Source: an optimization exercise on an open RTL-to-GDS flow (aim: small area, a short achievable clock period and few clock cycles). Production flows keep margins and buffers that such runs may drop.
Function was not checked in any run shown here: the RTL went through the layout flow alone.
No activity file was given, so power comes from the tool's default toggle rates.

File: flow/config.mk
export PLATFORM = sky130hd
export DESIGN_NAME = MU0
export DESIGN_NICKNAME = MU0
export VERILOG_FILES = /design/flow/design.v
export SDC_FILE = /design/flow/constraint.sdc
export NUM_CORES = 4
export LEC_CHECK = 0
export ABC_AREA = 1
export CAP_MARGIN = 20
export CORE_MARGIN = 2
export CORE_UTILIZATION = 40
export SETUP_SLACK_MARGIN = 2.0
export SLEW_MARGIN = 20
File: flow/constraint.sdc
create_clock -name core_clock -period 4.5 [get_ports {clk}]
set_input_delay 0.9000 -clock core_clock [delete_from_list [all_inputs] [get_ports {clk}]]
set_output_delay 0.9000 -clock core_clock [all_outputs]
set_load 0.01 [all_outputs]
File: flow/design.v
module MU0(in_data, rst_n, clk,
           out_data, out_address, memrq, rnw);
    input  [15:0] in_data;
    input         rst_n, clk;
    output [15:0] out_data;
    output [11:0] out_address;
    output        memrq, rnw;
    reg         ex;      
    reg         fe;      
    reg         rs;      
    reg         sel;     
    reg         ka;      
    reg         ub;      
    reg         sb;      
    reg  [15:0] ir;
    reg  [11:0] pc;
    reg  [15:0] acc;
    wire [3:0] op   = ir[15:12];
    wire       hop  = op[3] | (op[2:0] == 3'b111);
    wire       dop  = ~op[3] & ~op[2];
    wire       jop  = ~op[3] & op[2] & ~(op[1] & op[0]);
    assign out_address = sel ? ir[11:0] : pc;
    assign memrq       = fe | rs | (ex & ~hop);
    assign rnw         = ~(ex & (op == 4'b0001));
    assign out_data    = acc;
    wire [15:0] a_op  = (ka ? acc : 16'd0) ^ {16{sb}};
    wire [15:0] b_op  = ub ? in_data : 16'd0;
    wire [15:0] sum   = a_op + b_op;
    wire [15:0] acc_n = sum ^ {16{sb}};
    wire        pc_en = fe | (ex & jop);
    wire        nex   = fe | rs | (ex & jop);
    wire [3:0]  nop   = in_data[15:12];
    wire        neg   = acc[15] & ~rs;
    wire        nz    = (|acc) & ~rs;
    wire        ntake = (nop[1:0] == 2'b00) |
                        (nop[1:0] == 2'b01 & ~neg) |
                        (nop[1:0] == 2'b10 & nz);
    wire        sel_n = ~(ex & dop) & ~nop[3] & (~nop[2] | ntake);
    always @(posedge clk) begin
        ir  <= in_data;
        acc <= acc_n;
        if (~rst_n) begin
            ex  <= 1'b0;
            fe  <= 1'b0;
            rs  <= 1'b1;
            sel <= 1'b0;
            ka  <= 1'b0;
            ub  <= 1'b0;
            sb  <= 1'b0;
            pc  <= 12'd0;
        end else begin
            ex  <= nex;
            fe  <= ex & dop;
            rs  <= 1'b0;
            sel <= sel_n;
            ka  <= ~(nex & (nop == 4'b0000));
            ub  <= nex & ~nop[3] & ~nop[2] & (nop[1:0] != 2'b01);
            sb  <= nex & (nop == 4'b0011);
            if (pc_en)
                pc <= out_address + 12'd1;
        end
    end
endmodule
File: flow/flow/run.sh
#!/bin/bash
set -euo pipefail
bash standard.sh BUFFER_PORTS_ARGS="-buffer_cell sky130_fd_sc_hd__buf_1" finish > standard.log 2>&1
File: flow/standard.sh
#!/bin/bash
# synth_recipe.tcl (not shown) runs the flow's synth.tcl, then flattens the netlist and writes it again
# the make line also repeats each setting of config.mk as NAME=value (left out here)
make -C /OpenROAD-flow-scripts/flow DESIGN_CONFIG=/design/flow/config.mk WORK_HOME=/design/flow/orfs CLKGATE_MAP_FILE= SYNTH_SCRIPT=/design/flow/synth_recipe.tcl "${@:-finish}"
==> results of run 1 <==
worst max-delay path, cell delays in order, from the launching register on:
cell     delay [ps]
dfxtp_4         430
inv_2           140
or2_1           220
o21ai_0         100
inv_1           100
buf_1           140
final cells by class:
type | count | share of cell area (%)
clock inverter | 2 | 1.06
tap | 102 | 3.59
sequential | 51 | 29.0
clock buffer | 5 | 1.94
multi-input combinational | 324 | 51.5
timing repair buffer | 48 | 5.39
inverter | 69 | 7.50
what timing repair did:
item,CTS,global route
endpoints found under the hold margin,0,0
pin swaps,0,0
hold buffers,0,0
resized for setup,5,8
setup endpoints to repair,14,6
power groups by stage:
stage,clock (W),combinational (W),sequential [W]
finish,0.000315,0.000161,0.000503
global route,0.000348,0.000183,0.000508
CTS,0.000326,0.000162,0.000503
detailed placement,0,0.000161,0.000514
global placement,0,0.000159,0.000513
floorplan,0,0.000114,0.000509
logic make-up after synthesis:
kind of cell	after synthesis	share of synthesized area, %
flip-flops	51	32.3
AO/OA/AOI/OAI	44	7.55
XOR/XNOR	43	11.9
AND/OR/NAND/NOR	220	31.0
buffers and inverters	81	10.3
adder cells (fa/ha/maj)	17	6.96
cell usage after synthesis (2+ instances only):
| cell | instances |
|---|---|
| o21ai_0 | 16 |
| nand3b_1 | 7 |
| a21oi_1 | 20 |
| nor2_1 | 30 |
| nor3_1 | 2 |
| buf_2 | 3 |
| nand2_2 | 14 |
| nor4_1 | 2 |
| ha_1 | 16 |
| dfxtp_1 | 51 |
| a21o_1 | 2 |
| nand4_1 | 7 |
| and2_1 | 2 |
| nor2_4 | 3 |
| inv_1 | 67 |
| nand2_1 | 134 |
| nand3_1 | 14 |
| clkbuf_1 | 6 |
| xnor2_1 | 10 |
| nand3_2 | 2 |
| buf_6 | 2 |
| xor2_1 | 33 |
| o21bai_1 | 3 |
layer usage:
layer | vias up | track usage (%)
li1 | 1489 | -
met1 | 1221 | 23.4
met2 | 50 | 29.5
met3 | 13 | 2.93
met4 | 0 | 6.50
met5 | - | 0
placed cells by master (no fill, tap or decap), types with 2 or more instances in the layout:
| master | synthesis | routed |
|---|---|---|
| xor2_1 | 33 | 32 |
| nor4_1 | 2 | 2 |
| o21bai_1 | 3 | 3 |
| nand3b_1 | 7 | 7 |
| xnor2_1 | 10 | 10 |
| o21ai_0 | 16 | 16 |
| nand3_2 | 2 | 2 |
| nor2_1 | 30 | 30 |
| buf_1 | 0 | 47 |
| and2_1 | 2 | 2 |
| dfxtp_4 | 0 | 2 |
| nor2_4 | 3 | 3 |
| a21oi_1 | 20 | 20 |
| inv_1 | 67 | 67 |
| nand2_1 | 134 | 132 |
| ha_1 | 16 | 16 |
| nand2_2 | 14 | 16 |
| clkbuf_8 | 0 | 5 |
| dfxtp_1 | 51 | 48 |
| nor3_1 | 2 | 2 |
| a21o_1 | 2 | 2 |
| nand3_1 | 14 | 14 |
| nand4_1 | 7 | 7 |
how the worst max path moves through the flow:
stage	startpoint	endpoint	slack, ps	depth (start not counted)
after global placement	sb$_SDFF_PN0_	acc[14]$_DFF_P_	1600	17
after CTS	sb$_SDFF_PN0_	acc[14]$_DFF_P_	2020	17
after detailed placement	sb$_SDFF_PN0_	acc[14]$_DFF_P_	1540	17
after global routing	in_data[0]	acc[14]$_DFF_P_	2010	18
final	sel$_SDFF_PN0_	out_address[11]	2170	5
after floorplan	in_data[0]	acc[14]$_DFF_P_	2140	17
stage by stage:
step	hold slack, ps	setup slack (ps)	utilization (%)	cells
floorplan	478	2140	-	456
global placement	497	1600	44.4	594
detailed placement	522	1540	44.4	594
CTS	547	2020	45.9	601
global route	576	2010	46.2	601
finish	542	2170	46.2	601
==> run notes, run 1 <==
* Status: no timing/DRC/antenna violations
* Number of global-route vias before repair at 2689
* H-Tree Depth at 2
* Met2 wire length at 3270 µm
* Worst-case reg-to-reg path depth at 17
* Detailed Route Iter0 Violations at 117
* P per Cell Area at 276 nW/µm²
* Initial Utilization at 41.2%
* Min-Delay Path Class: flip-flop to flip-flop
* Layout cell share with drive strength beyond 1 at 7.41%
* Ports at 48
* Endpoints failing hold at 0
* FF+latch count, synth at 51
* Top Layer Used: met4
* DR WL/cell at 11.9 µm
* Filler instances at 837
* Synth area leaders: dfxtp_1 (32%), nand2_1 (16%), xor2_1 (9.1%)
* RR Endpoint: acc[14]$_DFF_P_
* Clock Latency Late Sink at 300 ps
* Post-CTS Setup Bufs at 0
* Die area at 8640 µm²
* DPL Wire Length at 5640 µm
* Vias at 2773
* Register area share after synthesis at 32.3%
* M1 WL at 3440 µm
* Endpoints failing setup at 0
* Worst hold path endpoint: pc[1]$_SDFFE_PN0P_
* Synth cell types at 33
* Clk pwr share at 32.2%
* First-pass GRT wire length at 12300 µm
* CTS tree: yes
* Headroom to the max-slew limit at 53.8%
* Worst EP required at 3600 ps
* Multi-input combinational cell area at 1830 µm²
* Sw Pwr at 0.000278 W
* Worst-Margin Slew at 692 ps
* Met3 routed WL at 224 µm
* Fmax at 429 MHz
* Top_reg_cell synth: dfxtp_1
* Setup TNS at 0 ps
* Via-to-Cell Ratio at 4.61
* Root Buffer: clkbuf_8
* Syn nets at 491
* Die X at 93.0 µm
* Max Cap Viol at 0
* GRT overflow at 0
* Final Cell Area at 3550 µm²
* Tmin final at 2330 ps
* RSZ-0062 raised after global routing: false
* Hold Crit Depth at 2
* # port buffers at 47
* N_diodes at 0
* Origin of the critical flop-to-flop path: sb$_SDFF_PN0_
* Initial antenna violation count at 0
* Initial DRT Pass Iterations at 4
* Register Area at 1030 µm²
* Detailed Route WL at 7140 µm
* Die height at 93.0 µm
* DRC viols at 0
* Mapped Area at 3170 µm²
* Hold_sp: pc[1]$_SDFFE_PN0P_
* DRT antenna net count at 0
* Total clock sinks at 51
* Setup slack, reg-to-reg at 2270 ps
* Yosys top cell area share at 32.3%
* Max-slew violations at 0
* Total power at 0.000979 W
* Pleak at 1.82 nW
* Switch share at 28.4%
* Startpoint Class: flip-flop
* Layout Skew at 5.94 ps
* Peak supply drop at 0.173 mV
* Crit Path Class: flip-flop to output port
* Yosys top cell by area: dfxtp_1
* Critical path peak fanout at 13
* Comb power frac at 16.5%
* Row count at 32
* Core Region at 7690 µm²
* Largest net degree at the start of global routing at 24
* Synth Area per Inst at 6.94 µm²
* Post-synth EDFFs at 0
* Fin crit share at 51.9%
* Gr usage total at 17.8%
* # nets final at 534
* Cell Int Power at 0.000701 W
* Yosys warnings at 1
* Seq pwr share at 51.4%
* Gpl congestion at 0.862
* Worst-path clk slew at 90 ps
* Arr. time, crit path at 1430 ps
* Biggest regs: acc: 16 flops, ir: 16 flops, pc: 12 flops
* Post-Place Cell Area at 3410 µm²
* Num CTS Buffers at 5
* Post-Syn Instances at 456
* Buffer depth of the longest clock path at 2
* P&R area growth vs syn at 12.2%
* Post-synth ARST share at 0%
* Critical path endpoint category: output port
==> run 2: changes to the inputs <==
--- a/flow/design.v
+++ b/flow/design.v
@@ -9,6 +9,8 @@
     reg         fe;      
     reg         rs;      
     reg         sel;     
+    reg         mrq;     
+    reg         rd;      
     reg         ka;      
     reg         ub;      
     reg         sb;      
@@ -16,20 +18,20 @@
     reg  [11:0] pc;
     reg  [15:0] acc;
     wire [3:0] op   = ir[15:12];
-    wire       hop  = op[3] | (op[2:0] == 3'b111);
     wire       dop  = ~op[3] & ~op[2];
     wire       jop  = ~op[3] & op[2] & ~(op[1] & op[0]);
     assign out_address = sel ? ir[11:0] : pc;
-    assign memrq       = fe | rs | (ex & ~hop);
-    assign rnw         = ~(ex & (op == 4'b0001));
+    assign memrq       = mrq;
+    assign rnw         = rd;
     assign out_data    = acc;
-    wire [15:0] a_op  = (ka ? acc : 16'd0) ^ {16{sb}};
-    wire [15:0] b_op  = ub ? in_data : 16'd0;
-    wire [15:0] sum   = a_op + b_op;
-    wire [15:0] acc_n = sum ^ {16{sb}};
+    wire [15:0] a_op  = ka ? acc : 16'd0;
+    wire [15:0] b_op  = (ub ? in_data : 16'd0) ^ {16{sb}};
+    wire [16:0] sum   = {a_op, 1'b1} + {b_op, sb};
+    wire [15:0] acc_n = sum[16:1];
     wire        pc_en = fe | (ex & jop);
     wire        nex   = fe | rs | (ex & jop);
     wire [3:0]  nop   = in_data[15:12];
+    wire        nhop  = nop[3] | (nop[2:0] == 3'b111);
     wire        neg   = acc[15] & ~rs;
     wire        nz    = (|acc) & ~rs;
     wire        ntake = (nop[1:0] == 2'b00) |
@@ -44,6 +46,8 @@
             fe  <= 1'b0;
             rs  <= 1'b1;
             sel <= 1'b0;
+            mrq <= 1'b1;
+            rd  <= 1'b1;
             ka  <= 1'b0;
             ub  <= 1'b0;
             sb  <= 1'b0;
@@ -53,6 +57,8 @@
             fe  <= ex & dop;
             rs  <= 1'b0;
             sel <= sel_n;
+            mrq <= (ex & dop) | (nex & ~nhop);
+            rd  <= ~(nex & (nop == 4'b0001));
             ka  <= ~(nex & (nop == 4'b0000));
             ub  <= nex & ~nop[3] & ~nop[2] & (nop[1:0] != 2'b01);
             sb  <= nex & (nop == 4'b0011);
--- a/flow/config.mk
+++ b/flow/config.mk
@@ -5,7 +5,6 @@
 export SDC_FILE = /design/flow/constraint.sdc
 export NUM_CORES = 4
 export LEC_CHECK = 0
-export ABC_AREA = 1
 export CAP_MARGIN = 20
 export CORE_MARGIN = 2
 export CORE_UTILIZATION = 40
==> run 2 against run 1 <==
Net effect: final area fell by 0.28%; clock-buffer cell count did not move; non-clock buffer count rose by 10; combinational power rose by 2%; synthesized cell count decreased by 22%; largest cell class unchanged; die area down 4.0%; first-iteration DRC count shrank 27%; setup slack worse by 140 ps; clock power shrank 9.8%; still clean on timing, DRC and antenna; sequential share of layout area up 1.1 points.
==> run notes, run 2 <==
* Status: no timing/DRC/antenna violations
* Seq pwr share at 53.9% (+2.5 points)
* DRT antenna net count at 0 (unchanged)
* Top_reg_cell synth: dfxtp_1
* Post-Syn Instances at 354 (-22%)
* Layout Skew at 8.15 ps (+2.21 ps)
* Yosys warnings at 1 (unchanged)
* Cell Int Power at 0.000681 W (-2.8%)
* GR peak layer: met2
* DR WL/cell at 14.6 µm (+23%)
* Die area at 8290 µm² (-4.0%)
* Row count at 31 (-3.1%)
* Peak supply drop at 0.149 mV (-14%)
* Critical path peak fanout at 5 (-8)
* Syn nets at 388 (-21%)
* # nets final at 437 (-18%)
* Ports at 48 (unchanged)
* Most common cell in the netlist: dfxtp_1
* Max Cap Viol at 0 (unchanged)
* Post-synth ARST share at 0% (unchanged)
* Largest net degree at the start of global routing at 21 (-13%)
* Synth Area per Inst at 8.57 µm² (+23%)
* H-Tree Depth at 2 (unchanged)
* Hold_buf cts at 0 (unchanged)
* Gr usage total at 17.7% (-0.16 points)
* Mapped Area at 3030 µm² (-4.2%)
* # port buffers at 47 (unchanged)
* Initial antenna violation count at 0 (unchanged)
* Min-Delay Path Class: flip-flop to flip-flop
* Comb power frac at 17.0% (+0.5 points)
* Post-synth EDFFs at 0 (unchanged)
* Met1 Track Usage GR at 23.6% (+0.21 points)
* Met2 usage at 29.1% (-0.39 points)
* Tmin final at 2480 ps (+143 ps)
* Buffer depth of the longest clock path at 2 (unchanged)
* FF+latch count, synth at 53 (+3.9%)
* Headroom to the max-slew limit at 55.5% (+1.7 points)
* Fin crit share at 55.0% (+3.2 points)
* Synth cell types at 56 (+70%)
* Synth area leaders: dfxtp_1 (35%), xnor2_1 (6.6%), ha_1 (6.6%)
* DP Cell Count at 484 (-19%)
* Detailed Route WL at 7350 µm (+3.0%)
* Gpl congestion at 0.863 (+0.17%)
* Detailed Route Iter0 Violations at 85 (-27%)
* Via-to-Cell Ratio at 5.20 (+13%)
* CTS tree: yes
* Endpoints failing hold at 0 (unchanged)
* Worst-path clk slew at 110 ps (+20 ps)
* Initial Utilization at 41.6% (+0.41 points)
* First-pass GRT wire length at 11800 µm (-4.1%)
* DRC viols at 0 (unchanged)
* Clock Latency Late Sink at 320 ps (+20 ps)
* Clk pwr share at 29.1% (-3.1 points)
* P&R area growth vs syn at 16.8%
* Pleak at 1.43 nW (-21%)
* Switch share at 30.1% (+1.7 points)
* Register area share after synthesis at 35.0% (+2.7 points)
* Commonest non-fill, non-tap cell in the layout: dfxtp_1
* P per Cell Area at 275 nW/µm² (-0.20%)
* Synth cell count leaders: dfxtp_1 (53), nand2_1 (38), a21oi_1 (24), xnor2_1 (23), nor2_1 (22)
* DPL Wire Length at 5470 µm (-2.9%)
* Fin cells at 503 (-16%)
* Worst-Margin Slew at 666 ps (-25.9 ps)
* Layout cell share with drive strength beyond 1 at 15.3% (+7.9 points)
* Startpoint Class: input port
* Crit Path Class: input port to flip-flop
* Number of global-route vias before repair at 2439 (-9.3%)
* Num CTS Buffers at 5 (unchanged)
* Sw Pwr at 0.000293 W (+5.5%)
* Total clock sinks at 53 (+3.9%)
* Endpoints failing setup at 0 (unchanged)
* RSZ-0062 raised after global routing: true
* Yosys top cell area share at 35.0% (+2.7 points)
* GRT overflow at 0 (unchanged)
* Critical path endpoint category: flip-flop
* Core Region at 7290 µm² (-5.1%)
* Vias at 2615 (-5.7%)
* Worst EP required at 4770 ps (+1170 ps)
* Max-slew violations at 0 (unchanged)
* Setup TNS at 0 ps (unchanged)
* Initial DRT Pass Iterations at 5 (+1)
* Yosys top cell by area: dfxtp_1
* Root Buffer: clkbuf_8
* Biggest regs: acc: 16 flops, ir: 16 flops, pc: 12 flops
* Arr. time, crit path at 2750 ps (+1320 ps)
* Commonest cells after routing, fill and taps aside: dfxtp_1 (50), buf_1 (44), nand2_1 (36), a21oi_1 (22), nor2_1 (22)
* Die height at 91.1 µm (-2.0%)
* Die X at 91.1 µm (-2.0%)
* Fmax at 404 MHz (-5.8%)
* Met3 GRT Util at 3.73% (+0.81 points)
* N_diodes at 0 (unchanged)
==> run 2: logic make-up after synthesis <==
| family | synth area share [%] |
|---|---|
| adders and majority gates | 6.60 |
| DFF | 35.0 |
| AOI/OAI and AO/OA | 14.6 |
| muxes | 5.32 |
| and+or+nand+nor | 25.5 |
| buffers and inverters | 3.51 |
| xor gates and xnor gates | 9.53 |
==> run 2: routing by layer <==
metal  share of wire (%)  vias up
li1                    -     1349
met1                  49     1213
met2                  46       44
met3                 3.5        9
met4                 1.4        0
met5                   0        -
==> run 2: power by group through the flow <==
stage / sequential, W / combinational [W] / clock [W]
4_1_cts: 0.000525 / 0.000149 / 0.000287
3_3_place_gp: 0.000537 / 0.000147 / 0
6_report: 0.000525 / 0.000165 / 0.000284
3_5_place_dp: 0.000536 / 0.000148 / 0
2_1_floorplan: 0.000529 / 0.000102 / 0
5_1_grt: 0.000530 / 0.000182 / 0.000307
==> run 2: timing repair <==
item	in CTS	in global routing
setup endpoints to repair	22	7
pin swaps	1	14
buffers inserted	1	10
cloned	0	0
gates resized for setup	5	20
==> run 2: final timing paths <==
check	from	end	slack, ps	cells after the start
setup reg to reg	ub$_SDFF_PN0_	acc[8]$_DFF_P_	2130	8
hold / removal	pc[6]$_SDFFE_PN0P_	pc[6]$_SDFFE_PN0P_	460	2
hold reg to reg	pc[6]$_SDFFE_PN0P_	pc[6]$_SDFFE_PN0P_	460	2
setup / recovery	in_data[1]	acc[8]$_DFF_P_	2020	9
==> run 2: final cells by class <==
cell class / instances / area (µm²)
multi-input cells: 277 / 1970
clock inverters: 3 / 21.3
inverters: 8 / 30.0
fillers: 751 / 3750
clock buffers: 5 / 68.8
flip-flops and latches: 53 / 1070
repair buffers: 58 / 263
well taps: 99 / 124
==> run 2: through the flow <==
stage                     area, µm²  hold slack, ps  utilization (%)  setup slack [ps]  total power, W
after floorplan                3040             431                -              1950        0.000631
after global placement         3260             443             44.7              1570        0.000684
after detailed placement       3270             453             44.8              1570        0.000684
after CTS                      3370             466             46.2              1980        0.000962
after global routing           3540             496             48.6              1960         0.00102
final                          3540             460             48.6              2020        0.000974
==> run 2: critical path, cell delays in order <==
cell	delay (ps)
buf_1	130
nand2_1	90
xnor2_1	150
ha_1	350
nand2_2	130
nor3_1	80
o31a_1	350
or4b_4	510
nand3_2	60
==> run 3: changes to the inputs <==
--- a/flow/design.v
+++ b/flow/design.v
@@ -11,9 +11,6 @@
     reg         sel;     
     reg         mrq;     
     reg         rd;      
-    reg         ka;      
-    reg         ub;      
-    reg         sb;      
     reg  [15:0] ir;
     reg  [11:0] pc;
     reg  [15:0] acc;
@@ -24,9 +21,13 @@
     assign memrq       = mrq;
     assign rnw         = rd;
     assign out_data    = acc;
+    wire        lda   = ex & (op == 4'b0000);
+    wire        sub   = ex & (op == 4'b0011);
+    wire        ka    = ~(lda | rs);
+    wire        ub    = ex & dop & (op[1:0] != 2'b01);
     wire [15:0] a_op  = ka ? acc : 16'd0;
-    wire [15:0] b_op  = (ub ? in_data : 16'd0) ^ {16{sb}};
-    wire [16:0] sum   = {a_op, 1'b1} + {b_op, sb};
+    wire [15:0] b_op  = (ub ? in_data : 16'd0) ^ {16{sub}};
+    wire [16:0] sum   = {a_op, 1'b1} + {b_op, sub};
     wire [15:0] acc_n = sum[16:1];
     wire        pc_en = fe | (ex & jop);
     wire        nex   = fe | rs | (ex & jop);
@@ -48,9 +49,6 @@
             sel <= 1'b0;
             mrq <= 1'b1;
             rd  <= 1'b1;
-            ka  <= 1'b0;
-            ub  <= 1'b0;
-            sb  <= 1'b0;
             pc  <= 12'd0;
         end else begin
             ex  <= nex;
@@ -59,9 +57,6 @@
             sel <= sel_n;
             mrq <= (ex & dop) | (nex & ~nhop);
             rd  <= ~(nex & (nop == 4'b0001));
-            ka  <= ~(nex & (nop == 4'b0000));
-            ub  <= nex & ~nop[3] & ~nop[2] & (nop[1:0] != 2'b01);
-            sb  <= nex & (nop == 4'b0011);
             if (pc_en)
                 pc <= out_address + 12'd1;
         end
==> run 3 against run 2 <==
Net effect: still clean; global-route usage grew 1.4 points; clock skew is 2.8 ps higher; final area rose by 4.7%; wire length rose by 1.8%; worst hold slack worse by 3.1 ps; sequential cell count fell by 3; clock-buffer cell count is the same; setup slack lost 220 ps; via count down 0.50%; clock power barely moved; critical path type is now flip-flop to flip-flop; largest power group unchanged.
==> run notes, run 3 <==
* Synth cell types at 48 (-14%)
* DPL Wire Length at 5300 µm (-3.0%)
* Yosys warnings at 1 (unchanged)
* Post-synth ARST share at 0% (unchanged)
* Seq pwr share at 53.4% (-0.5 points)
* GR peak layer: met2
* Status: no timing/DRC/antenna violations
* Cell Int Power at 0.000640 W (-6.1%)
* Endpoints failing setup at 0 (unchanged)
* Post-synth EDFFs at 0 (unchanged)
* DRC viols at 0 (unchanged)
* Setup TNS at 0 ps (unchanged)
* Worst-path clk slew at 110 ps (about the same)
* Synth cell count leaders: dfxtp_1 (50), nand2_1 (49), o21ai_0 (31), a21oi_1 (24), nor2_1 (19)
* Worst-Margin Slew at 637 ps (-28.4 ps)
* FF+latch count, synth at 50 (-5.7%)
* Syn nets at 368 (-5.2%)
* Mapped Area at 2820 µm² (-7.0%)
* H-Tree Depth at 2 (unchanged)
* Synth Area per Inst at 8.44 µm² (-1.4%)
* DP Cell Count at 467 (-3.5%)
* Fin cells at 491 (-2.4%)
* DR WL/cell at 15.2 µm (+4.2%)
* Clk pwr share at 31.1% (+2.0 points)
* Max Cap Viol at 0 (unchanged)
* Biggest regs: acc: 16 flops, ir: 16 flops, pc: 12 flops
* Number of global-route vias before repair at 2438 (-0.041%)
* Worst EP required at 4710 ps (-60 ps)
* P per Cell Area at 246 nW/µm² (-11%)
* Total clock sinks at 50 (-5.7%)
* Fmax at 371 MHz (-8.2%)
* Arr. time, crit path at 2910 ps (+160 ps)
* Final Cell Area at 3710 µm² (+4.7%)
* Die X at 88.0 µm (-3.4%)
* Initial Utilization at 41.5% (-0.082 points)
* N_diodes at 0 (unchanged)
* Buffer depth of the longest clock path at 2 (unchanged)
* DRT antenna net count at 0 (unchanged)
* Yosys top cell by area: dfxtp_1
* Pleak at 1.44 nW (+1.3%)
* Initial DRT Pass Iterations at 4 (-1)
* Peak supply drop at 0.153 mV (+2.6%)
* Top_reg_cell synth: dfxtp_1
* Comb power frac at 15.5% (-1.5 points)
* # nets final at 428 (-2.1%)
* Die area at 7740 µm² (-6.7%)
* Met3 GRT Util at 2.83% (-0.91 points)
* Via-to-Cell Ratio at 5.30 (+1.9%)
* Headroom to the max-slew limit at 57.4% (+1.9 points)
* Detailed Route WL at 7480 µm (+1.8%)
* First-pass GRT wire length at 11500 µm (-2.9%)
* GRT overflow at 0 (unchanged)
* Post-Place Cell Area at 3210 µm² (-1.7%)
* Met1 Track Usage GR at 23.6% (+0.040 points)
* Detailed Route Iter0 Violations at 111 (+31%)
* Initial antenna violation count at 0 (unchanged)
* Most common cell in the netlist: dfxtp_1
* # port buffers at 47 (unchanged)
* Crit Path Class: flip-flop to flip-flop
* RSZ-0062 raised after global routing: true
* Sw Pwr at 0.000272 W (-7.1%)
* Vias at 2602 (-0.50%)
* Met2 usage at 33.6% (+4.5 points)
* Ports at 48 (unchanged)
* Row count at 30 (-3.2%)
* Min-Delay Path Class: flip-flop to flip-flop
* Root Buffer: clkbuf_8
* Filler instances at 646 (-14%)
* Largest net degree at the start of global routing at 23 (+9.5%)
* Tmin final at 2700 ps (+221 ps)
* Layout cell share with drive strength beyond 1 at 25.3% (+10 points)
* Core Region at 6790 µm² (-6.8%)
* Commonest cells after routing, fill and taps aside: nand2_1 (47), buf_1 (47), dfxtp_1 (46), nor2_1 (19)
* Clock Latency Late Sink at 320 ps (about the same)
* Num CTS Buffers at 5 (unchanged)
* Max-slew violations at 0 (unchanged)
* Endpoints failing hold at 0 (unchanged)
* Fin crit share at 59.9% (+4.9 points)
* Synth area leaders: dfxtp_1 (35%), ha_1 (7.1%), nand2_1 (6.5%)
* Startpoint Class: flip-flop
* Post-Syn Instances at 334 (-5.6%)
* Switch share at 29.8% (-0.24 points)
* P&R area growth vs syn at 31.5%
* Gr usage total at 19.1% (+1.4 points)
* Gpl congestion at 0.827 (-4.2%)
* Die height at 88.0 µm (-3.4%)
* Layout Skew at 11.0 ps (+2.82 ps)
* Yosys top cell area share at 35.5% (+0.51 points)
* CTS tree: yes
* Critical path peak fanout at 7 (+2)
* Hold_buf cts at 0 (unchanged)
* Critical path endpoint category: flip-flop
* Register area share after synthesis at 35.5% (+0.51 points)
-- run 3: worst max-delay path: stages, from the launching register on --
cell	delay, ps
dfxtp_2	360
or3b_4	420
nor2_4	230
clkbuf_16	200
nand2_1	50
o21ai_1	190
ha_4	280
a21oi_2	160
o21bai_1	120
nor3_2	260
a21oi_4	90
mux2i_1	150
nand3_1	80
-- run 3: final timing paths --
path / depth (start not counted) / startpoint / slack (ps) / end
max: 12 / ir[15]$_DFF_P_ / 1800 / acc[14]$_DFF_P_
min reg2reg: 2 / pc[9]$_SDFFE_PN0P_ / 460 / pc[9]$_SDFFE_PN0P_
min: 2 / pc[9]$_SDFFE_PN0P_ / 460 / pc[9]$_SDFFE_PN0P_
max reg2reg: 12 / ir[15]$_DFF_P_ / 1800 / acc[14]$_DFF_P_
-- run 3: power groups by stage --
stage	clock, W	sequential (W)	combinational, W
after floorplan	0	0.000491	0.0000868
after global placement	0	0.000495	0.000122
after detailed placement	0	0.000495	0.000123
after CTS	0.000293	0.000487	0.000134
after global routing	0.000303	0.000490	0.000155
final	0.000284	0.000487	0.000141
-- run 3: per-stage QoR --
| step | power (W) | hold slack, ps | worst slack, ps | util (%) |
|---|---|---|---|---|
| floorplan | 0.000577 | 429 | 1900 | - |
| global placement | 0.000618 | 441 | 1430 | 47.3 |
| detailed placement | 0.000619 | 451 | 1350 | 47.3 |
| CTS | 0.000914 | 465 | 1870 | 52.0 |
| global route | 0.000949 | 499 | 1630 | 54.6 |
| finish | 0.000912 | 457 | 1800 | 54.6 |
-- run 3: kinds of logic after synthesis --
family                   Yosys count  synth area share [%]
buffers and inverters             20                  3.11
flip-flops                        50                  35.5
adder cells (fa/ha/maj)           16                  7.10
XOR/XNOR                          23                  7.14
multiplexers                      13                  4.88
AND/OR/NAND/NOR                  130                  23.6
AO/OA/AOI/OAI                     82                  18.7
-- run 3: layout make-up --
cell class	instances	area, µm²	share of cell area [%]
tap	96	120	3.24
multi-input combinational	265	2110	57.0
timing repair buffer	62	329	8.88
sequential	50	1010	27.3
clock inverter	3	28.8	0.776
inverter	10	37.5	1.01
clock buffer	5	68.8	1.86
-- run 3: timing repair --
| action | 4_1_cts | 5_1_grt |
|---|---|---|
| setup endpoints to repair | 27 | 12 |
| resized for setup | 46 | 25 |
| buffers inserted | 8 | 6 |
| cloned | 1 | 1 |
| pin swaps | 20 | 31 |
-- run 3: layer usage --
metal / part of all wire, % / routed length [µm]
met3: 4.4 / 332
met1: 43 / 3210
met4: 1.7 / 126
met2: 51 / 3810
met5: 0 / 0
==> run 4: changes to the inputs <==
==> flow/design.v (replaced) <==
module MU0(in_data, rst_n, clk,
           out_data, out_address, memrq, rnw);
    input  [15:0] in_data;
    input         rst_n, clk;
    output [15:0] out_data;
    output [11:0] out_address;
    output        memrq, rnw;
    reg         ex;      
    reg         sel;     
    reg         ka;      
    reg         ub;      
    reg         sb;      
    reg  [15:0] ir;
    reg  [11:0] pc;
    reg  [15:0] acc;
    wire       fe   = sb & ~ub;                 
    wire       rs   = ~(ex | sb | ka | ub);     
    wire [3:0] op   = ir[15:12];
    wire       hop  = op[3] | (op[2:0] == 3'b111);
    wire       dop  = ~op[3] & ~op[2];
    wire       jop  = ~op[3] & op[2] & ~(op[1] & op[0]);
    assign out_address = sel ? ir[11:0] : pc;
    assign memrq       = fe | rs | (ex & ~hop);
    assign rnw         = ~(ex & (op == 4'b0001));
    assign out_data    = acc;
    wire [15:0] a_op  = ka ? acc : 16'd0;
    wire [15:0] b_op  = (ub ? in_data : 16'd0) ^ {16{sb}};
    wire [16:0] sum   = {a_op, 1'b1} + {b_op, sb};
    wire [15:0] acc_n = sum[16:1];
    wire        pc_en = fe | (ex & jop);
    wire        nex   = fe | rs | (ex & jop);
    wire [3:0]  nop   = in_data[15:12];
    wire        neg   = acc[15] & ~rs;
    wire        nz    = (|acc) & ~rs;
    wire        ntake = (nop[1:0] == 2'b00) |
                        (nop[1:0] == 2'b01 & ~neg) |
                        (nop[1:0] == 2'b10 & nz);
    wire        sel_n = ~(ex & dop) & ~nop[3] & (~nop[2] | ntake);
    always @(posedge clk) begin
        ir  <= in_data;
        acc <= acc_n;
        if (~rst_n) begin
            ex  <= 1'b0;
            sel <= 1'b0;
            ka  <= 1'b0;
            ub  <= 1'b0;
            sb  <= 1'b0;
            pc  <= 12'd0;
        end else begin
            ex  <= nex;
            sel <= sel_n;
            ka  <= ~(nex & (nop == 4'b0000));
            ub  <= nex & ~nop[3] & ~nop[2] & (nop[1:0] != 2'b01);
            sb  <= (nex & (nop == 4'b0011)) | (ex & dop);
            if (pc_en)
                pc <= out_address + 12'd1;
        end
    end
endmodule
--- a/flow/config.mk
+++ b/flow/config.mk
@@ -5,8 +5,9 @@
 export SDC_FILE = /design/flow/constraint.sdc
 export NUM_CORES = 4
 export LEC_CHECK = 0
+export ABC_AREA = 1
 export CAP_MARGIN = 20
 export CORE_MARGIN = 2
-export CORE_UTILIZATION = 40
+export CORE_UTILIZATION = 55
 export SETUP_SLACK_MARGIN = 2.0
 export SLEW_MARGIN = 20
==> run 4 against run 3 <==
Net effect: still clean; power increased by 14%; cell count grew 19%; sequential share of layout area is 1.0 points higher; sequential cell count decreased by 1; clock skew fell by 4.2 ps; register-to-register slack better by 510 ps; largest power group unchanged.
==> run notes, run 4 <==
* Status: no timing/DRC/antenna violations
* FF+latch count, synth at 49 (-2.0%)
* Synth cell types at 34 (-29%)
* Initial DRT Pass Iterations at 4 (unchanged)
* CTS tree: yes
* First-pass GRT wire length at 11600 µm (+0.78%)
* Comb power frac at 19.6% (+4.1 points)
* Buffer depth of the longest clock path at 2 (unchanged)
* Mapped Area at 3180 µm² (+13%)
* Worst-Margin Slew at 767 ps (+130 ps)
* Critical path peak fanout at 20 (+13)
* Hold Crit Depth at 2 (unchanged)
* Worst-path clk slew at 90 ps (-20 ps)
* Synth Area in XOR/XNOR at 8.26% (+1.1 points)
* Initial Utilization at 57.4% (+16 points)
* Compound-Gate Fraction of Synth Area at 8.50% (-10 points)
* Crit Path Class: flip-flop to output port
* Commonest cells after routing, fill and taps aside: nand2_1 (133), inv_1 (77), buf_1 (46), dfxtp_1 (45), nor2_1 (35)
* Synth cell count leaders: nand2_1 (133), inv_1 (77), dfxtp_1 (49), nor2_1 (35), xor2_1 (25)
* Endpoints failing hold at 0 (unchanged)
* Biggest regs: acc: 16 flops, ir: 16 flops, pc: 12 flops
* Worst EP required at 3600 ps (-1110 ps)
* Hold_buf cts at 0 (unchanged)
* Commonest non-fill, non-tap cell in the layout: nand2_1
* Min-Delay Path Class: flip-flop to flip-flop
* DR WL/cell at 11.5 µm (-25%)
* Worst-case reg-to-reg path depth at 10 (-2)
* Peak supply drop at 0.160 mV (+4.2%)
* Headroom to the max-slew limit at 48.9% (-8.5 points)
* Seq pwr share at 48.2% (-5.2 points)
* N_diodes at 0 (unchanged)
* Largest net degree at the start of global routing at 22 (-4.3%)
* Max Cap Viol at 0 (unchanged)
* Register area share after synthesis at 30.9% (-4.6 points)
* Post-Syn Instances at 468 (+40%)
* Layout cell share with drive strength beyond 1 at 9.38% (-16 points)
* Fin crit share at 54.1% (-5.8 points)
* Hold slack at 476 ps (+19.4 ps)
* Clock Latency Late Sink at 300 ps (-20 ps)
* # port buffers at 47 (unchanged)
* Endpoints failing setup at 0 (unchanged)
* Yosys top cell area share at 30.9% (-4.6 points)
* GRT overflow at 0 (unchanged)
* Mux contribution to synthesized area at 0% (-4.9 points)
* RSZ-0062 raised after global routing: true
* Cell Int Power at 0.000726 W (+13%)
* Most common cell in the netlist: nand2_1
* Root Buffer: clkbuf_8
* Synth Area per Inst at 6.79 µm² (-20%)
* Critical path endpoint category: output port
* Num CTS Buffers at 5 (unchanged)
* Switch share at 30.1% (+0.32 points)
* Yosys warnings at 1 (unchanged)
* DRT antenna net count at 0 (unchanged)
* Pleak at 1.93 nW (+34%)
* Tmin final at 2440 ps (-263 ps)
* Sw Pwr at 0.000313 W (+15%)
* Ports at 48 (unchanged)
* Startpoint Class: flip-flop
* Fmax at 411 MHz (+11%)
* Final core occ at 63.1% (+8.6 points)
* Arr. time, crit path at 1540 ps (-1370 ps)
* Max-slew violations at 0 (unchanged)
* DPL Wire Length at 5240 µm (-1.3%)
* Detailed Route WL at 6710 µm (-10%)
* Post-synth ARST share at 0% (unchanged)
* Die area at 6400 µm² (-17%)
* Top_reg_cell synth: dfxtp_1
* Post-synth EDFFs at 0 (unchanged)
* Post-synthesis simple-gate area fraction at 34.2% (+11 points)
* Synth area leaders: dfxtp_1 (31%), nand2_1 (16%), inv_1 (9.1%)
* Clk pwr share at 32.2% (+1.1 points)
* Gr usage total at 23.2% (+4.0 points)
* Die X at 80.0 µm (-9.0%)
* Initial antenna violation count at 0 (unchanged)
* Layout Skew at 6.81 ps (-4.16 ps)
* H-Tree Depth at 2 (unchanged)
* Largest family of logic cells by synthesized area: simple AND/OR/NAND/NOR gates
* DP Cell Count at 576 (+23%)
* P&R area growth vs syn at 10.0%
* Number of global-route vias before repair at 2581 (+5.9%)
* Detailed Route Iter0 Violations at 78 (-30%)
* Yosys top cell by area: dfxtp_1
* Core Region at 5540 µm² (-18%)
* Fin cells at 584 (+19%)
* Setup slack, reg-to-reg at 2310 ps (+510 ps)
* Post-Synth Adder-Cell Area at 6.30% (-0.80 points)
* # nets final at 545 (+27%)
* Gpl congestion at 0.912 (+10%)
* Vias at 2748 (+5.6%)
* Total clock sinks at 49 (-2.0%)
* Via-to-Cell Ratio at 4.71 (-11%)
* DRC viols at 0 (unchanged)
* P per Cell Area at 297 nW/µm² (+21%)
* Setup TNS at 0 ps (unchanged)
* Syn nets at 502 (+36%)
* Die height at 80.0 µm (-9.0%)
* Post-CTS Setup Bufs at 0 (-8)
* Row count at 27 (-10%)
[run 4: area by class of cell]
cell class,count,area (µm²)
clock buffers,6,82.6
clock inverters,2,37.5
fillers,535,2040
inverters,79,299
multi-input cells,329,1820
flip-flops and latches,49,988
well taps,72,90.1
repair buffers,47,178
[run 4: what timing repair did]
action	4_1_cts	5_1_grt
endpoints found under the setup margin	8	9
resized for setup	3	5
hold endpoints to repair	0	0
pin swaps	0	0
[run 4: path summary, 6_finish.rpt]
check,startpoint,endpoint
max,sb$_SDFF_PN0_,memrq
min,pc[0]$_SDFFE_PN0P_,pc[0]$_SDFFE_PN0P_
max reg2reg,sb$_SDFF_PN0_,acc[10]$_DFF_P_
min reg2reg,pc[0]$_SDFFE_PN0P_,pc[0]$_SDFFE_PN0P_
[run 4: critical path, stage by stage, from the launching register on]
cell      delay [ps]
dfxtp_2          680
inv_2            140
nand3_1          180
o211ai_1         100
buf_1            130
[run 4: kinds of logic after synthesis]
kind of cell / count (synthesis)
buffers and inverters: 90
AND/OR/NAND/NOR: 236
flip-flops: 49
XOR/XNOR: 30
adder cells (fa/ha/maj): 16
AO/OA/AOI/OAI: 47
[run 4: through the flow]
step,setup WS [ps],total power [W],area (µm²)
after floorplan,2250,0.000655,3180
after global placement,1880,0.000714,3370
after detailed placement,1860,0.000715,3370
after CTS,1980,0.00105,3490
after global routing,1960,0.00110,3500
final,2060,0.00104,3500
[run 4: power by group through the flow]
stage               Combinational, W  Clock (W)  Sequential (W)
floorplan                   0.000148          0        0.000507
global placement            0.000204          0        0.000510
detailed placement          0.000204          0        0.000511
CTS                         0.000206   0.000342        0.000501
global route                0.000233   0.000359        0.000507
finish                      0.000204   0.000335        0.000500
[run 4: metal layers]
metal | track usage (%) | share of wire [%] | vias to the layer above | wire [µm]
met5 | 0 | 0 | - | 0
met4 | 6.44 | 1.2 | 0 | 83
met3 | 4.07 | 2.8 | 7 | 187
li1 | - | - | 1516 | -
met2 | 39.0 | 46 | 39 | 3120
met1 | 30.3 | 49 | 1186 | 3320
==> run 5: changes to the inputs <==
--- a/flow/config.mk
+++ b/flow/config.mk
@@ -9,5 +9,5 @@
 export CAP_MARGIN = 20
 export CORE_MARGIN = 2
 export CORE_UTILIZATION = 55
-export SETUP_SLACK_MARGIN = 2.0
+export SETUP_SLACK_MARGIN = 2.2
 export SLEW_MARGIN = 20
==> run 5 against run 4 <==
Net effect: wire length increased by 4.5%; final area increased by 3.9%; clock power about the same; critical path depth increased by 1; largest cell class unchanged; area after synthesis unchanged.
==> run notes, run 5 <==
* Status: no timing/DRC/antenna violations
* Crit Path Class: flip-flop to output port
* RR Endpoint: acc[9]$_DFF_P_
* Clk pwr share at 32.0% (-0.2 points)
* # nets final at 548 (+0.55%)
* Cell Int Power at 0.000733 W (+1.0%)
* Layout cell share with drive strength beyond 1 at 13.4% (+4.0 points)
* Number of global-route vias before repair at 2583 (+0.077%)
* Setup slack, reg-to-reg at 2480 ps (+170 ps)
* Fin crit share at 48.8% (-5.3 points)
* DPL Wire Length at 5240 µm (unchanged)
* Mapped Area at 3180 µm² (unchanged)
* Top_reg_cell synth: dfxtp_1
* Comb power frac at 21.1% (+1.5 points)
* Min-Delay Path Class: flip-flop to flip-flop
* Critical path's largest stage delay at 370 ps (-310 ps)
* Endpoints failing setup at 0 (unchanged)
* Layout Skew at 6.07 ps (-0.738 ps)
* Headroom to the max-slew limit at 48.1% (-0.79 points)
* Commonest non-fill, non-tap cell in the layout: nand2_1
* # port buffers at 47 (unchanged)
* Ports at 48 (unchanged)
* DRC viols at 0 (unchanged)
* Post-synth ARST share at 0% (unchanged)
* Pleak at 1.95 nW (+0.62%)
* Hold_sp: pc[0]$_SDFFE_PN0P_
* Yosys top cell by area: dfxtp_1
* Core Region at 5540 µm² (unchanged)
* Critical path peak fanout at 13 (-35%)
* Root Buffer: clkbuf_8
* DRT antenna net count at 0 (unchanged)
* Total clock sinks at 49 (unchanged)
* Worst hold path endpoint: pc[0]$_SDFFE_PN0P_
* Biggest regs: acc: 16 flops, ir: 16 flops, pc: 12 flops
* Most common cell in the netlist: nand2_1
* Die X at 80.0 µm (unchanged)
* CTS tree: yes
* Row count at 27 (unchanged)
* Fmax at 456 MHz (+11%)
* Detailed Route Iter0 Violations at 107 (+37%)
* Setup TNS at 0 ps (unchanged)
* Worst EP required at 3600 ps (about the same)
* Initial antenna violation count at 0 (unchanged)
* FF+latch count, synth at 49 (unchanged)
* Buffer depth of the longest clock path at 2 (unchanged)
* Max-slew violations at 0 (unchanged)
* Die height at 80.0 µm (unchanged)
* Largest net degree at the start of global routing at 22 (unchanged)
* Register Area at 996 µm² (+0.76%)
* Tmin final at 2200 ps (-240 ps)
* Cells along the critical path: inv_4, or2_1, o21ai_0, inv_1, buf_1
* DR WL/cell at 11.9 µm (+3.9%)
* P per Cell Area at 291 nW/µm² (-2.2%)
* P&R area growth vs syn at 14.3%
* Worst-case reg-to-reg path depth at 12 (+2)
* Initial Utilization at 57.4% (unchanged)
* Num CTS Buffers at 5 (unchanged)
* Sw Pwr at 0.000323 W (+3.1%)
* Final core occ at 65.6% (+2.5 points)
* Hold Crit Depth at 2 (unchanged)
* Synth area leaders: dfxtp_1 (31%), nand2_1 (16%), inv_1 (9.1%)
* CP delay by family, top: flip-flops
* Syn nets at 502 (unchanged)
* Yosys warnings at 1 (unchanged)
* Post-synth EDFFs at 0 (unchanged)
* Switch share at 30.6% (+0.44 points)
* Synth cell count leaders: nand2_1 (133), inv_1 (77), dfxtp_1 (49), nor2_1 (35), xor2_1 (25)
* Worst-path clk slew at 100 ps (about the same)
* Via-to-Cell Ratio at 4.84 (+2.9%)
* Synth Area per Inst at 6.79 µm² (unchanged)
* Slowest CP cell: dfxtp_4
* Worst Path Buf+Inv at 3 (+1)
* Clock Latency Late Sink at 300 ps (about the same)
* Critical path endpoint category: output port
* Vias at 2843 (+3.5%)
* Peak supply drop at 0.163 mV (+2.1%)
* Seq pwr share at 47.0% (-1.2 points)
* Startpoint Class: flip-flop
* Endpoints failing hold at 0 (unchanged)
* RSZ-0062 raised after global routing: true
* Commonest cells after routing, fill and taps aside: nand2_1 (129), inv_1 (77), dfxtp_1 (45), buf_1 (45), nor2_1 (34)
* Synth cell types at 34 (unchanged)
* Worst-Margin Slew at 779 ps (+11.8 ps)
* Initial DRT Pass Iterations at 4 (unchanged)
* Gpl congestion at 0.912 (unchanged)
* Yosys top cell area share at 30.9% (unchanged)
* Detailed Route WL at 7010 µm (+4.5%)
* First-pass GRT wire length at 11600 µm (+0.23%)
* Multi-input combinational cell area at 1920 µm² (+5.6%)
* Register area share after synthesis at 30.9% (unchanged)
* Arr. time, crit path at 1300 ps (-240 ps)
* N_diodes at 0 (unchanged)
* H-Tree Depth at 2 (unchanged)
* Gr usage total at 23.2% (+0.047 points)
* Filler instances at 521 (-2.6%)
* GRT overflow at 0 (unchanged)
* Origin of the critical flop-to-flop path: sb$_SDFF_PN0_
* Die area at 6400 µm² (unchanged)
* Max Cap Viol at 0 (unchanged)
* Post-Syn Instances at 468 (unchanged)
-- run 5: cell counts after synthesis --
No cell type changed its count.
-- run 5: how the worst max path moves through the flow --
stage | startpoint | to | slack (ps) | depth (start not counted)
6_report | sel$_SDFF_PN0_ | out_address[11] | 2300 | 5
2_1_floorplan | in_data[3] | acc[10]$_DFF_P_ | 2250 | 11
3_3_place_gp | in_data[12] | acc[15]$_DFF_P_ | 1880 | 12
5_1_grt | in_data[13] | acc[15]$_DFF_P_ | 2130 | 11
3_5_place_dp | in_data[12] | acc[13]$_DFF_P_ | 1860 | 10
4_1_cts | sb$_SDFF_PN0_ | memrq | 2220 | 4
-- run 5: worst min-delay path, cell delays in order, from the launching register on --
cell,delay (ps)
dfxtp_1,310
inv_1,70
a21oi_1,60
-- run 5: cell type report --
cell class / count / share of cell area (%)
Clock inverter: 2 / 1.03
Sequential cell: 49 / 27.4
Tap cell: 72 / 2.48
Timing Repair Buffer: 50 / 5.65
Inverter: 79 / 8.23
Multi-Input combinational cell: 329 / 52.9
Clock buffer: 6 / 2.27
-- run 5: power groups by stage --
stage	logic, W	registers, W	clock network [W]
6_report	0.000222	0.000496	0.000338
2_1_floorplan	0.000148	0.000507	0
4_1_cts	0.000209	0.000499	0.000342
5_1_grt	0.000251	0.000502	0.000359
3_3_place_gp	0.000204	0.000510	0
3_5_place_dp	0.000204	0.000511	0
-- run 5: repair_timing --
action	in CTS	in global routing
resized for setup	8	22
buffers inserted	1	2
hold buffers	0	0
cloned	0	0
pin swaps	0	3
setup endpoints to repair	25	8
hold endpoints to repair	0	0
-- run 5: layer usage --
| layer | GRT usage [%] | part of all wire [%] |
|---|---|---|
| met5 | 0 | 0 |
| met4 | 6.44 | 1.2 |
| met3 | 4.07 | 2.6 |
| met2 | 39.2 | 48 |
| met1 | 30.3 | 48 |
-- run 5: cell families (layout without fill, tap and decap cells) --
kind of cell             Yosys count  in the layout  synth area share [%]
AND/OR/NAND/NOR                  236            236                  34.2
buffers and inverters             90            137                  11.8
flip-flops                        49             49                  30.9
AO/OA/AOI/OAI                     47             47                  8.50
XOR/XNOR                          30             30                  8.26
adder cells (fa/ha/maj)           16             16                  6.30
-- run 5: stage by stage --
stage	instances	worst slack [ps]	total power, W	cell area (µm²)	hold slack, ps
final	587	2300	0.00106	3630	477
after global routing	587	2130	0.00111	3630	529
after CTS	585	2220	0.00105	3510	482
after detailed placement	576	1860	0.000715	3370	468
after global placement	576	1880	0.000714	3370	460
after floorplan	468	2250	0.000655	3180	447

==> separate check: timing with driven ports <==
The results above use ideal ports. As a check the final layouts listed here were re-extracted and re-timed, cells and wires unchanged.
Step 1 (the two cells are an assumption about what drives the block):
set clk [get_ports {clk}]
set_driving_cell -lib_cell sky130_fd_sc_hd__clkbuf_16 $clk
set_driving_cell -lib_cell sky130_fd_sc_hd__buf_2 [delete_from_list [all_inputs] $clk]
Step 2, shift: input delay + t, output delay - t, t = (earliest + latest rising clock arrival at the registers) / 2. This alone moves slack from input paths to output paths.
Three values: ideal ports, drivers, drivers and shift; two values: the first two.
run | t, ns | setup slack, ns | hold slack, ns | worst setup path after step 2
run 1 | 0.332 | 2.167 / 2.134 / 1.928 | 0.542 / 0.542 / 0.542 | input to register
run 2 | 0.345 | 2.024 / 2.031 / 1.686 | 0.460 / 0.460 / 0.460 | input to register
run 3 | 0.344 | 1.802 / 1.802 / 1.802 | 0.457 / 0.457 / 0.457 | register to register
run 4 | 0.332 | 2.065 / 2.034 / 1.956 | 0.476 / 0.476 / 0.476 | input to register
run 5 | 0.332 | 2.305 / 2.274 / 2.004 | 0.477 / 0.477 / 0.477 | input to register
After both steps setup and hold are still met in every run listed. The setup slack of run 2, which loses most, moves by +0.007 ns with the drivers and by -0.338 ns with both steps.
